Context: an optimization exercise on an open-source flow, tuned for small area. The choices shown serve that exercise and are no tape-out recipe. The RTL was checked by simulation tests, not by an equivalence proof against the original design.

==> run K <==
## uart_telemetry
module uart_telemetry (
    input  logic        clk,
    input  logic        rst,
    input  logic [7:0]  tx_data,
    input  logic        tx_fifo_empty,
    output logic        tx_fifo_read,
    output logic        tx,
    output logic        tx_busy,
    input  logic        rx,
    output logic [7:0]  rx_data,
    output logic        rx_busy,
    output logic [31:0] score,
    output logic        score_valid
);
    logic [3:0]  rx_phase;
    logic        rx_tick;
    logic [4:0]  rx_slot;
    logic        rx_sample;
    logic        rx_send;
    logic [2:0]  byte_index;
    logic        update;
    transmitter #(
        .clock_freq(50_000_000),
        .baud(9600)
    ) u_transmitter (
        .clk(clk),
        .rst(rst),
        .data_in(tx_data),
        .fifo_empty(tx_fifo_empty),
        .fifo_read(tx_fifo_read),
        .transmit_wire(tx),
        .state_busy(tx_busy)
    );
    receiver #(
        .clk_freq(50_000_000),
        .baud(9600)
    ) u_receiver (
        .clk(clk),
        .rst(rst),
        .data_trans(rx),
        .data_received(rx_data),
        .state_busy(rx_busy),
        .phase(rx_phase),
        .tick(rx_tick),
        .slot(rx_slot),
        .sample_bit(rx_sample),
        .send(rx_send)
    );
    packet_assembler u_assembler (
        .clk(clk),
        .rst(rst),
        .send(rx_send),
        .byte_index(byte_index),
        .update(update)
    );
    scoring_model u_scoring (
        .clk(clk),
        .rst(rst),
        .phase(rx_phase),
        .tick(rx_tick),
        .slot(rx_slot),
  ...
==> module receiver, before the edit <==
module receiver #(
        parameter int clk_freq = 50_000_000,
        parameter int baud = 9600
)(
        input  logic        clk,
        input  logic        rst,
        input  logic        data_trans,
        output logic [7:0]  data_received,
        output logic        state_busy,
        output logic [3:0]  phase,         
        output logic        tick,          
        output logic [4:0]  slot,          
        output logic        sample_bit,    
        output logic        send           
);
        localparam int cycles_per_bit = clk_freq / baud;
        localparam int SLOT_CYCLES = cycles_per_bit / 24;    
        localparam logic [7:0] TICK_STATE = 8'd128;
        localparam logic [7:0] TICK_MASK  = 8'b11111101;
        localparam logic [7:0] POLARITY   = 8'b10101010;
        logic [7:0] timer_q;
        wire  [7:0] timer = timer_q ^ POLARITY;
        logic [7:0] shift_reg;
        logic       prev_data;
        wire idle    = (phase == 4'd3);
        wire start0  = (phase == 4'd6);
        assign send  = (phase == 4'd2);
        assign tick  = ((timer ^ TICK_STATE) & TICK_MASK) == 8'd0;
        wire bit_end = tick & slot[4] & slot[2] & slot[1] & slot[0];
        assign state_busy = ~(idle | start0);
        assign sample_bit = shift_reg[7];
        always_ff @(posedge clk or posedge rst) begin
                if (rst)
                        prev_data <= 1'b1;
                else
                        prev_data <= data_trans;
        end
        always_ff @(posedge clk or posedge rst) begin
                if (rst)
                        phase <= 4'd3;
                else if (idle) begin
                        if (prev_data & ~data_trans)
                                phase <= 4'd6;
                end else if (bit_end | send | start0)
                        phase <= phase + 4'd1;
        end
        always_ff @(posedge clk) begin
                if (idle | start0 | tick)
                        timer_q <= POLARITY;
                else
                        timer_q <= {timer[6:0], ~(timer[7] ^ timer[2])} ^ POLARITY;
        end
        always_ff @(posedge clk) begin
                if (idle | start0)
                        slot <= 5'd12;
                else if (tick)
                        slot <= bit_end ? 5'd0 : slot + 5'd1;
        end
        always_ff @(posedge clk) begin
                if (bit_end & phase[3])
                        shift_reg <= {data_trans, shift_reg[7:1]};
        end
        always_ff @(posedge clk or posedge rst) begin
                if (rst)
                        data_received <= 8'd0;
                else if (send)
                        data_received <= shift_reg;
        end
endmodule
==> module scoring_model, before the edit <==
module scoring_model (
    input  logic        clk,
    input  logic        rst,
    input  logic [3:0]  phase,
    input  logic        tick,
    input  logic [4:0]  slot,
    input  logic        sample_bit,
    input  logic [2:0]  byte_index,
    input  logic        update,
    output logic [31:0] score,
    output logic        valid
);
    logic [22:0] acc_n;       
    logic        carry;
    logic [22:0] score_n;     
    logic        unscored;    
    wire after_sample = phase[3] ? (phase[2:0] != 3'd0) : (phase == 4'd0);
    wire field_end    = (phase == 4'd0) & byte_index[0];
    wire low8         = ~slot[4] & ~slot[3];
    wire rotate       = tick & after_sample & (~field_end | low8);
    logic [5:0] coeff;
    always_comb begin
        case (byte_index[2:1])
            2'd0: coeff = 6'd35;
            2'd1: coeff = 6'd30;
            2'd2: coeff = 6'd20;
            default: coeff = 6'd15;
        endcase
    end
    wire [7:0] coeff8 = {2'b00, coeff};
    wire addend = sample_bit & low8 & coeff8[slot[2:0]];
    wire clear = (byte_index == 3'd0) & (phase == 4'd9)
               & ~(slot[4] & slot[2] & slot[1] & slot[0]);
    wire a    = ~acc_n[0] & ~clear;
    wire sum  = a ^ addend ^ carry;
    wire cout = (a & addend) | (a & carry) | (addend & carry);
    always_ff @(posedge clk) begin
        if (rotate)
            acc_n <= {~sum, acc_n[22:1]};
        if (tick)
            carry <= rotate & cout;
    end
    always_ff @(posedge clk) begin
        if (update)
            score_n <= acc_n;
    end
    always_ff @(posedge clk or posedge rst) begin
        if (rst)
            unscored <= 1'b1;
        else if (update)
            unscored <= 1'b0;
    end
    assign score = {9'd0, ~(score_n | {23{unscored}})};
    assign valid = ~(unscored | update);
endmodule
==> module uart_telemetry, before the edit <==
module uart_telemetry (
    input  logic        clk,
    input  logic        rst,
    input  logic [7:0]  tx_data,
    input  logic        tx_fifo_empty,
    output logic        tx_fifo_read,
    output logic        tx,
    output logic        tx_busy,
    input  logic        rx,
    output logic [7:0]  rx_data,
    output logic        rx_busy,
    output logic [31:0] score,
    output logic        score_valid
);
    logic [3:0]  rx_phase;
    logic        rx_tick;
    logic [4:0]  rx_slot;
    logic        rx_sample;
    logic        rx_send;
    logic [2:0]  byte_index;
    logic        update;
    transmitter #(
        .clock_freq(50_000_000),
        .baud(9600)
    ) u_transmitter (
        .clk(clk),
        .rst(rst),
        .data_in(tx_data),
        .fifo_empty(tx_fifo_empty),
        .fifo_read(tx_fifo_read),
        .transmit_wire(tx),
        .state_busy(tx_busy)
    );
    receiver #(
        .clk_freq(50_000_000),
        .baud(9600)
    ) u_receiver (
        .clk(clk),
        .rst(rst),
        .data_trans(rx),
        .data_received(rx_data),
        .state_busy(rx_busy),
        .phase(rx_phase),
        .tick(rx_tick),
        .slot(rx_slot),
        .sample_bit(rx_sample),
        .send(rx_send)
    );
    packet_assembler u_assembler (
        .clk(clk),
        .rst(rst),
        .send(rx_send),
        .byte_index(byte_index),
        .update(update)
    );
    scoring_model u_scoring (
        .clk(clk),
        .rst(rst),
        .phase(rx_phase),
        .tick(rx_tick),
        .slot(rx_slot),
        .sample_bit(rx_sample),
        .byte_index(byte_index),
        .update(update),
        .score(score),
        .valid(score_valid)
    );
endmodule
==> flow/config.mk <==
export PLATFORM = sky130hd
export DESIGN_NAME = uart_telemetry
export DESIGN_NICKNAME = uart_telemetry
export VERILOG_FILES = /design/flow/design.v
export SDC_FILE = /design/flow/constraint.sdc
export NUM_CORES = 4
export LEC_CHECK = 0
export CAP_MARGIN = 0
export CORE_MARGIN = 2
export CORE_UTILIZATION = 65
export CTS_BUF_LIST = sky130_fd_sc_hd__clkbuf_8
export SLEW_MARGIN = 0
==> flow/constraint.sdc <==
create_clock -name core_clock -period 20.0 [get_ports {clk}]
set_input_delay 4.0000 -clock core_clock [delete_from_list [all_inputs] [get_ports {clk}]]
set_output_delay 4.0000 -clock core_clock [all_outputs]
set_load 0.01 [all_outputs]
standard.sh (not shown) runs the stock make flow with config.mk's settings and CLKGATE_MAP_FILE= SYNTH_SCRIPT=/design/flow/synth_recipe.tcl, a recipe that flattens the netlist after the stock synthesis.
==> flow/flow/run.sh <==
#!/bin/bash
# The standard layout (standard.sh) with these changes to how it is made:
#  - synthesis maps logic with an area-oriented abc script (area.abc) instead of
#    the speed script, and without the separate adder mapping step; register
#    mapping and naming are the standard synthesis's (synth_wrap.tcl);
#  - the port buffers inserted in global placement use the smallest buffer cell;
#  - clock tree synthesis adds no dummy loads to balance the leaf nets;
#  - the constant outputs share one tie cell (SKIP_REPAIR_TIE_FANOUT).
# The whole make output goes to standard_flow.log; each step logs under orfs/logs.
set -euo pipefail
here=$(pwd)
std_synth=$(grep -o 'SYNTH_SCRIPT=[^ ]*' standard.sh | head -1 | cut -d= -f2)
export FLOW_SYNTH_TCL="$std_synth"
export UART_ABC_SCRIPT="$here/flow/area.abc"
export BUFFER_PORTS_ARGS="-buffer_cell sky130_fd_sc_hd__buf_1"
export CTS_ARGS="-sink_clustering_enable -repair_clock_nets -buf_list sky130_fd_sc_hd__clkbuf_8 -dont_use_dummy_load -sink_clustering_size 24 -sink_clustering_max_diameter 120 -sink_clustering_levels 1"
bash standard.sh SYNTH_SCRIPT="$here/flow/synth_wrap.tcl" ADDER_MAP_FILE= SKIP_REPAIR_TIE_FANOUT=1 finish > standard_flow.log 2>&1
==> flow/flow/area.abc <==
&get -n
&st
&dch -f
&if -K 6 -a
&mfs
&st
&dch -f -x
&nf -R 2000 -E 0
&put
==> flow/flow/synth_wrap.tcl <==
# The standard synthesis script (FLOW_SYNTH_TCL, the standard flow's own), except that
# abc maps the logic with the area-oriented script in UART_ABC_SCRIPT.
# Registers are mapped before abc runs, so they are the standard synthesis's.
proc abc {args} {
  set i [lsearch -exact $args -script]
  if {$i >= 0} {
    set args [lreplace $args [expr {$i + 1}] [expr {$i + 1}] $::env(UART_ABC_SCRIPT)]
  }
  yosys abc {*}$args
}
source $::env(FLOW_SYNTH_TCL)
==> run G: changes against run K <==
==> flow/design.v (replaced) <==
module transmitter #(
    parameter int clock_freq = 50_000_000,
    parameter int baud = 9600
)(
    input  logic       clk,
    input  logic       rst,
    input  logic [7:0] data_in,
    input  logic       fifo_empty,
    output logic       fifo_read,
    output logic       transmit_wire,
    output logic       state_busy
);
    localparam int cycles_per_bit = clock_freq / baud;
    logic [10:0] frame;         
    localparam logic [12:0] LFSR_LAST = 13'd3826;
    logic [12:0] bit_counter;
    wire idle    = ~|frame;
    wire bit_end = (bit_counter == LFSR_LAST);
    assign fifo_read  = idle & ~fifo_empty;
    assign state_busy = ~idle;
    always_ff @(posedge clk or posedge rst) begin
        if (rst)
            frame <= '0;
        else if (fifo_read)
            frame <= {1'b1, ^data_in, data_in, 1'b0};
        else if (bit_end)
            frame <= {1'b0, frame[10:1]};
    end
    always_ff @(posedge clk) begin
        if (idle | bit_end)
            bit_counter <= '0;
        else
            bit_counter <= {bit_counter[11:0],
                            ~(bit_counter[12] ^ bit_counter[3] ^ bit_counter[2] ^ bit_counter[0])};
    end
    always_ff @(posedge clk or posedge rst) begin
        if (rst)
            transmit_wire <= 1'b1;
        else
            transmit_wire <= frame[0] | idle;
    end
endmodule
module receiver #(
        parameter int clk_freq = 50_000_000,
        parameter int baud = 9600
)(
        input  logic        clk,
        input  logic        rst,
        input  logic        data_trans,
        output logic [7:0]  data_received,
        output logic        state_busy,
        output logic [3:0]  phase,         
        output logic [12:0] counter,       
        output logic        sample_bit,    
        output logic        send           
);
        localparam int cycles_per_bit = clk_freq / baud;
        localparam int half_cycle = cycles_per_bit / 2;
        localparam logic [12:0] LAST = 13'(cycles_per_bit - 1);
        localparam logic [12:0] START_PRESET = 13'(cycles_per_bit - 1 - half_cycle);
        logic [7:0] shift_reg;
        logic       prev_data;
        wire idle    = (phase == 4'd3);
        wire start0  = (phase == 4'd6);
        assign send  = (phase == 4'd2);
        wire bit_end = (counter & LAST) == LAST;
        assign state_busy = ~(idle | start0);
        assign sample_bit = shift_reg[7];
        always_ff @(posedge clk or posedge rst) begin
                if (rst)
                        prev_data <= 1'b1;
                else
                        prev_data <= data_trans;
        end
        always_ff @(posedge clk or posedge rst) begin
                if (rst)
                        phase <= 4'd3;
                else if (idle) begin
                        if (prev_data & ~data_trans)
                                phase <= 4'd6;
                end else if (bit_end | send | start0)
                        phase <= phase + 4'd1;
        end
        always_ff @(posedge clk) begin
                if (idle)
                        counter <= START_PRESET;
                else if (bit_end)
                        counter <= '0;
                else
                        counter <= counter + 13'd1;
        end
        always_ff @(posedge clk) begin
                if (bit_end & phase[3])
                        shift_reg <= {data_trans, shift_reg[7:1]};
        end
        always_ff @(posedge clk or posedge rst) begin
                if (rst)
                        data_received <= 8'd0;
                else if (send)
                        data_received <= shift_reg;
        end
endmodule
module scoring_model (
    input  logic        clk,
    input  logic        rst,
    input  logic [3:0]  phase,
    input  logic [12:0] counter,
    input  logic        sample_bit,
    input  logic [2:0]  byte_index,
    input  logic        update,
    output logic [31:0] score,
    output logic        valid
);
    logic [22:0] acc_n;       
    logic        carry;
    logic [22:0] score_n;     
    logic        unscored;    
    wire after_sample = phase[3] ? (phase[2:0] != 3'd0) : (phase == 4'd0);
    wire field_end    = (phase == 4'd0) & byte_index[0];
    wire low24        = (counter[12:5] == 8'd0) & ~(counter[4] & counter[3]);
    wire low8         = (counter[12:3] == 10'd0);
    wire rotate       = after_sample & (field_end ? low8 : low24);
    logic [5:0] coeff;
    always_comb begin
        case (byte_index[2:1])
            2'd0: coeff = 6'd35;
            2'd1: coeff = 6'd30;
            2'd2: coeff = 6'd20;
            default: coeff = 6'd15;
        endcase
    end
    wire [7:0] coeff8 = {2'b00, coeff};
    wire addend = sample_bit & low8 & coeff8[counter[2:0]];
    wire clear = (byte_index == 3'd0) & (phase == 4'd9)
               & ~(counter[4] & counter[2] & counter[1] & counter[0]);
    wire a    = ~acc_n[0] & ~clear;
    wire sum  = a ^ addend ^ carry;
    wire cout = (a & addend) | (a & carry) | (addend & carry);
    always_ff @(posedge clk) begin
        if (rotate)
            acc_n <= {~sum, acc_n[22:1]};
        carry <= rotate & cout;
    end
    always_ff @(posedge clk) begin
        if (update)
            score_n <= acc_n;
    end
    always_ff @(posedge clk or posedge rst) begin
        if (rst)
            unscored <= 1'b1;
        else if (update)
            unscored <= 1'b0;
    end
    assign score = {9'd0, ~(score_n | {23{unscored}})};
    assign valid = ~(unscored | update);
endmodule
module packet_assembler (
    input  logic       clk,
    input  logic       rst,
    input  logic       send,
    output logic [2:0] byte_index,
    output logic       update
);
    logic [3:0] count;
    always_ff @(posedge clk or posedge rst) begin
        if (rst)
            count <= 4'd0;
        else if (update)
            count <= 4'd0;
        else if (send | count[3])
            count <= count + 4'd1;
    end
    assign byte_index = count[2:0];
    assign update = count[3] & count[1];
endmodule
module uart_telemetry (
    input  logic        clk,
    input  logic        rst,
    input  logic [7:0]  tx_data,
    input  logic        tx_fifo_empty,
    output logic        tx_fifo_read,
    output logic        tx,
    output logic        tx_busy,
    input  logic        rx,
    output logic [7:0]  rx_data,
    output logic        rx_busy,
    output logic [31:0] score,
    output logic        score_valid
);
    logic [3:0]  rx_phase;
    logic [12:0] rx_counter;
    logic        rx_sample;
    logic        rx_send;
    logic [2:0]  byte_index;
    logic        update;
    transmitter #(
        .clock_freq(50_000_000),
        .baud(9600)
    ) u_transmitter (
        .clk(clk),
        .rst(rst),
        .data_in(tx_data),
        .fifo_empty(tx_fifo_empty),
        .fifo_read(tx_fifo_read),
        .transmit_wire(tx),
        .state_busy(tx_busy)
    );
    receiver #(
        .clk_freq(50_000_000),
        .baud(9600)
    ) u_receiver (
        .clk(clk),
        .rst(rst),
        .data_trans(rx),
        .data_received(rx_data),
        .state_busy(rx_busy),
        .phase(rx_phase),
        .counter(rx_counter),
        .sample_bit(rx_sample),
        .send(rx_send)
    );
    packet_assembler u_assembler (
        .clk(clk),
        .rst(rst),
        .send(rx_send),
        .byte_index(byte_index),
        .update(update)
    );
    scoring_model u_scoring (
        .clk(clk),
        .rst(rst),
        .phase(rx_phase),
        .counter(rx_counter),
        .sample_bit(rx_sample),
        .byte_index(byte_index),
        .update(update),
        .score(score),
        .valid(score_valid)
    );
endmodule
==> flow/flow/run.sh (replaced) <==
#!/bin/bash
# The standard layout (standard.sh) with three changes to how it is made:
#  - synthesis maps logic with an area-oriented abc script (area.abc) instead of
#    the speed script, and without the separate adder mapping step; register
#    mapping and naming are the standard synthesis's (synth_wrap.tcl);
#  - the port buffers inserted in global placement use the smallest buffer cell.
# The whole make output goes to standard_flow.log; each step logs under orfs/logs.
set -euo pipefail
here=$(pwd)
std_synth=$(grep -o 'SYNTH_SCRIPT=[^ ]*' standard.sh | head -1 | cut -d= -f2)
export FLOW_SYNTH_TCL="$std_synth"
export UART_ABC_SCRIPT="$here/flow/area.abc"
export BUFFER_PORTS_ARGS="-buffer_cell sky130_fd_sc_hd__buf_1"
bash standard.sh SYNTH_SCRIPT="$here/flow/synth_wrap.tcl" ADDER_MAP_FILE= finish > standard_flow.log 2>&1
==> flow/flow/area.abc (replaced) <==
&get -n
&st
&dch -f
&nf -R 1000
&put
CAP_MARGIN = 20   (was 0)
CORE_UTILIZATION = 40   (was 65)
SLEW_MARGIN = 20   (was 0)
==> run R: changes against run K <==
--- a/flow/design.v
+++ b/flow/design.v
@@ -50,33 +50,29 @@
 )(
         input  logic        clk,
         input  logic        rst,
         input  logic        data_trans,
         output logic [7:0]  data_received,
         output logic        state_busy,
         output logic [3:0]  phase,         
-        output logic        tick,          
-        output logic [4:0]  slot,          
+        output logic [12:0] counter,       
         output logic        sample_bit,    
         output logic        send           
 );
         localparam int cycles_per_bit = clk_freq / baud;
-        localparam int SLOT_CYCLES = cycles_per_bit / 24;    
-        localparam logic [7:0] TICK_STATE = 8'd128;
-        localparam logic [7:0] TICK_MASK  = 8'b11111101;
-        localparam logic [7:0] POLARITY   = 8'b10101010;
-        logic [7:0] timer_q;
-        wire  [7:0] timer = timer_q ^ POLARITY;
+        localparam int half_cycle = cycles_per_bit / 2;
+        localparam logic [12:0] LAST = 13'(cycles_per_bit - 1);
+        localparam logic [12:0] HALF = 13'(half_cycle);
         logic [7:0] shift_reg;
         logic       prev_data;
         wire idle    = (phase == 4'd3);
         wire start0  = (phase == 4'd6);
         assign send  = (phase == 4'd2);
-        assign tick  = ((timer ^ TICK_STATE) & TICK_MASK) == 8'd0;
-        wire bit_end = tick & slot[4] & slot[2] & slot[1] & slot[0];
+        wire bit_end = (phase == 4'd7) ? ((counter & HALF) == HALF)
+                                       : ((counter & LAST) == LAST);
         assign state_busy = ~(idle | start0);
         assign sample_bit = shift_reg[7];
         always_ff @(posedge clk or posedge rst) begin
                 if (rst)
                         prev_data <= 1'b1;
                 else
                         prev_data <= data_trans;
@@ -87,24 +83,18 @@
                 else if (idle) begin
                         if (prev_data & ~data_trans)
                                 phase <= 4'd6;
                 end else if (bit_end | send | start0)
                         phase <= phase + 4'd1;
         end
         always_ff @(posedge clk) begin
-                if (idle | start0 | tick)
-                        timer_q <= POLARITY;
+                if (idle | bit_end)
+                        counter <= '0;
                 else
-                        timer_q <= {timer[6:0], ~(timer[7] ^ timer[2])} ^ POLARITY;
-        end
-        always_ff @(posedge clk) begin
-                if (idle | start0)
-                        slot <= 5'd12;
-                else if (tick)
-                        slot <= bit_end ? 5'd0 : slot + 5'd1;
+                        counter <= counter + 13'd1;
         end
         always_ff @(posedge clk) begin
                 if (bit_end & phase[3])
                         shift_reg <= {data_trans, shift_reg[7:1]};
         end
         always_ff @(posedge clk or posedge rst) begin
                 if (rst)
@@ -113,51 +103,50 @@
                         data_received <= shift_reg;
         end
 endmodule
 module scoring_model (
     input  logic        clk,
     input  logic        rst,
     input  logic [3:0]  phase,
-    input  logic        tick,
-    input  logic [4:0]  slot,
+    input  logic [12:0] counter,
     input  logic        sample_bit,
     input  logic [2:0]  byte_index,
     input  logic        update,
     output logic [31:0] score,
     output logic        valid
 );
     logic [22:0] acc_n;       
     logic        carry;
     logic [22:0] score_n;     
     logic        unscored;    
     wire after_sample = phase[3] ? (phase[2:0] != 3'd0) : (phase == 4'd0);
     wire field_end    = (phase == 4'd0) & byte_index[0];
-    wire low8         = ~slot[4] & ~slot[3];
-    wire rotate       = tick & after_sample & (~field_end | low8);
+    wire low24        = (counter[12:5] == 8'd0) & ~(counter[4] & counter[3]);
+    wire low8         = (counter[12:3] == 10'd0);
+    wire rotate       = after_sample & (field_end ? low8 : low24);
     logic [5:0] coeff;
     always_comb begin
         case (byte_index[2:1])
             2'd0: coeff = 6'd35;
             2'd1: coeff = 6'd30;
             2'd2: coeff = 6'd20;
             default: coeff = 6'd15;
         endcase
     end
     wire [7:0] coeff8 = {2'b00, coeff};
-    wire addend = sample_bit & low8 & coeff8[slot[2:0]];
+    wire addend = sample_bit & low8 & coeff8[counter[2:0]];
     wire clear = (byte_index == 3'd0) & (phase == 4'd9)
-               & ~(slot[4] & slot[2] & slot[1] & slot[0]);
+               & ~(counter[4] & counter[2] & counter[1] & counter[0]);
     wire a    = ~acc_n[0] & ~clear;
     wire sum  = a ^ addend ^ carry;
     wire cout = (a & addend) | (a & carry) | (addend & carry);
     always_ff @(posedge clk) begin
         if (rotate)
             acc_n <= {~sum, acc_n[22:1]};
-        if (tick)
-            carry <= rotate & cout;
+        carry <= rotate & cout;
     end
     always_ff @(posedge clk) begin
         if (update)
             score_n <= acc_n;
     end
     always_ff @(posedge clk or posedge rst) begin
         if (rst)
@@ -198,16 +187,15 @@
     input  logic        rx,
     output logic [7:0]  rx_data,
     output logic        rx_busy,
     output logic [31:0] score,
     output logic        score_valid
 );
     logic [3:0]  rx_phase;
-    logic        rx_tick;
-    logic [4:0]  rx_slot;
+    logic [12:0] rx_counter;
     logic        rx_sample;
     logic        rx_send;
     logic [2:0]  byte_index;
     logic        update;
     transmitter #(
         .clock_freq(50_000_000),
         .baud(9600)
@@ -226,32 +214,30 @@
     ) u_receiver (
         .clk(clk),
         .rst(rst),
         .data_trans(rx),
         .data_received(rx_data),
         .state_busy(rx_busy),
         .phase(rx_phase),
-        .tick(rx_tick),
-        .slot(rx_slot),
+        .counter(rx_counter),
         .sample_bit(rx_sample),
         .send(rx_send)
     );
     packet_assembler u_assembler (
         .clk(clk),
         .rst(rst),
         .send(rx_send),
         .byte_index(byte_index),
         .update(update)
     );
     scoring_model u_scoring (
         .clk(clk),
         .rst(rst),
         .phase(rx_phase),
-        .tick(rx_tick),
-        .slot(rx_slot),
+        .counter(rx_counter),
         .sample_bit(rx_sample),
         .byte_index(byte_index),
         .update(update),
         .score(score),
         .valid(score_valid)
     );
 endmodule
==> flow/flow/run.sh (replaced) <==
#!/bin/bash
# The standard layout (standard.sh) with these changes to how it is made:
#  - synthesis maps logic with an area-oriented abc script (area.abc) instead of
#    the speed script, and without the separate adder mapping step; register
#    mapping and naming are the standard synthesis's (synth_wrap.tcl);
#  - the port buffers inserted in global placement use the smallest buffer cell;
#  - clock tree synthesis adds no dummy loads to balance the leaf nets.
# The whole make output goes to standard_flow.log; each step logs under orfs/logs.
set -euo pipefail
here=$(pwd)
std_synth=$(grep -o 'SYNTH_SCRIPT=[^ ]*' standard.sh | head -1 | cut -d= -f2)
export FLOW_SYNTH_TCL="$std_synth"
export UART_ABC_SCRIPT="$here/flow/area.abc"
export BUFFER_PORTS_ARGS="-buffer_cell sky130_fd_sc_hd__buf_1"
export CTS_ARGS="-sink_clustering_enable -repair_clock_nets -buf_list sky130_fd_sc_hd__clkbuf_8 -dont_use_dummy_load"
bash standard.sh SYNTH_SCRIPT="$here/flow/synth_wrap.tcl" ADDER_MAP_FILE= finish > standard_flow.log 2>&1
==> flow/flow/area.abc (replaced) <==
&get -n
&st
&dch -f
&nf -R 1000
&put
CAP_MARGIN = 20   (was 0)
CORE_UTILIZATION = 40   (was 65)
SLEW_MARGIN = 20   (was 0)
==> reports/results.ini <==
[outcome]
status = complete, no violations

[placed_design]
placed_area_mm2 = 0.00450

[min_path]
whs_endpoint = u_receiver.shift_reg[4]$_DFFE_PP_

[synthesis]
synth.avg_cell_area_um2 = 12.7

[sta]
worst_slack_ns = 11.22

[route]
routed_wl_mm = 6.63

Source of the figures above: run G

==> reports/results.ini <==
[outcome]
status = complete, no violations

[placed_design]
placed_area_mm2 = 0.00441

[synthesis]
synth.avg_cell_area_um2 = 12.7
synthesis.area_mm2 = 0.00409

[route]
routed_wl_mm = 6.45
first_pass_iters = 5

[worst_setup_path]
reg2reg_slack_ns = 17.58

[floorplan]
start_util_pct = 41.4

[final_layout]
multi_input_cells = 208

Source of the figures above: run R

==> reports/results.ini <==
[route]
wl_met2_mm = 3.05
routed_wl_mm = 6.37

[min_path]
whs_endpoint = u_transmitter.bit_counter_q[12]$_SDFF_PP1_

[clock_tree]
clock_sinks = 111

[placed_design]
placed_area_mm2 = 0.00421

[synthesis]
synth.avg_cell_area_um2 = 13.2

[sta]
worst_slack_ns = 11.14

[outcome]
status = complete, no violations

Source of the figures above: run K

==> port drivers added, routing unchanged <==
The flow's constraints put no driver on any port. The routed layouts listed below were extracted and timed again, unchanged, in two steps. Step 1 (the two cells are an assumption about what drives the block):
set clk [get_ports {clk}]
set_driving_cell -lib_cell sky130_fd_sc_hd__clkbuf_16 $clk
set_driving_cell -lib_cell sky130_fd_sc_hd__buf_2 [delete_from_list [all_inputs] $clk]
Step 2 moves the port delays by t, midway between the first and last clock arrival at a register: inputs arrive t later, outputs are due t later. That takes back most of the time a late clock gives input paths. a / b / c = no drivers / after step 1 / after step 2; a / b = the first two.
run	shift t [ns]	setup WS [ns]	worst data-port slew with drivers (ns)
run K	0.376	11.135 / 11.115 / 11.115	0.03
run G	0.389	11.215 / 11.193 / 11.193	0.03
run R	0.383	11.107 / 11.087 / 11.087	0.03
After both steps setup and hold are still met in every run listed. For run G, which loses most, drivers alone change the setup slack by -0.022 ns; drivers and shift together by -0.022 ns.
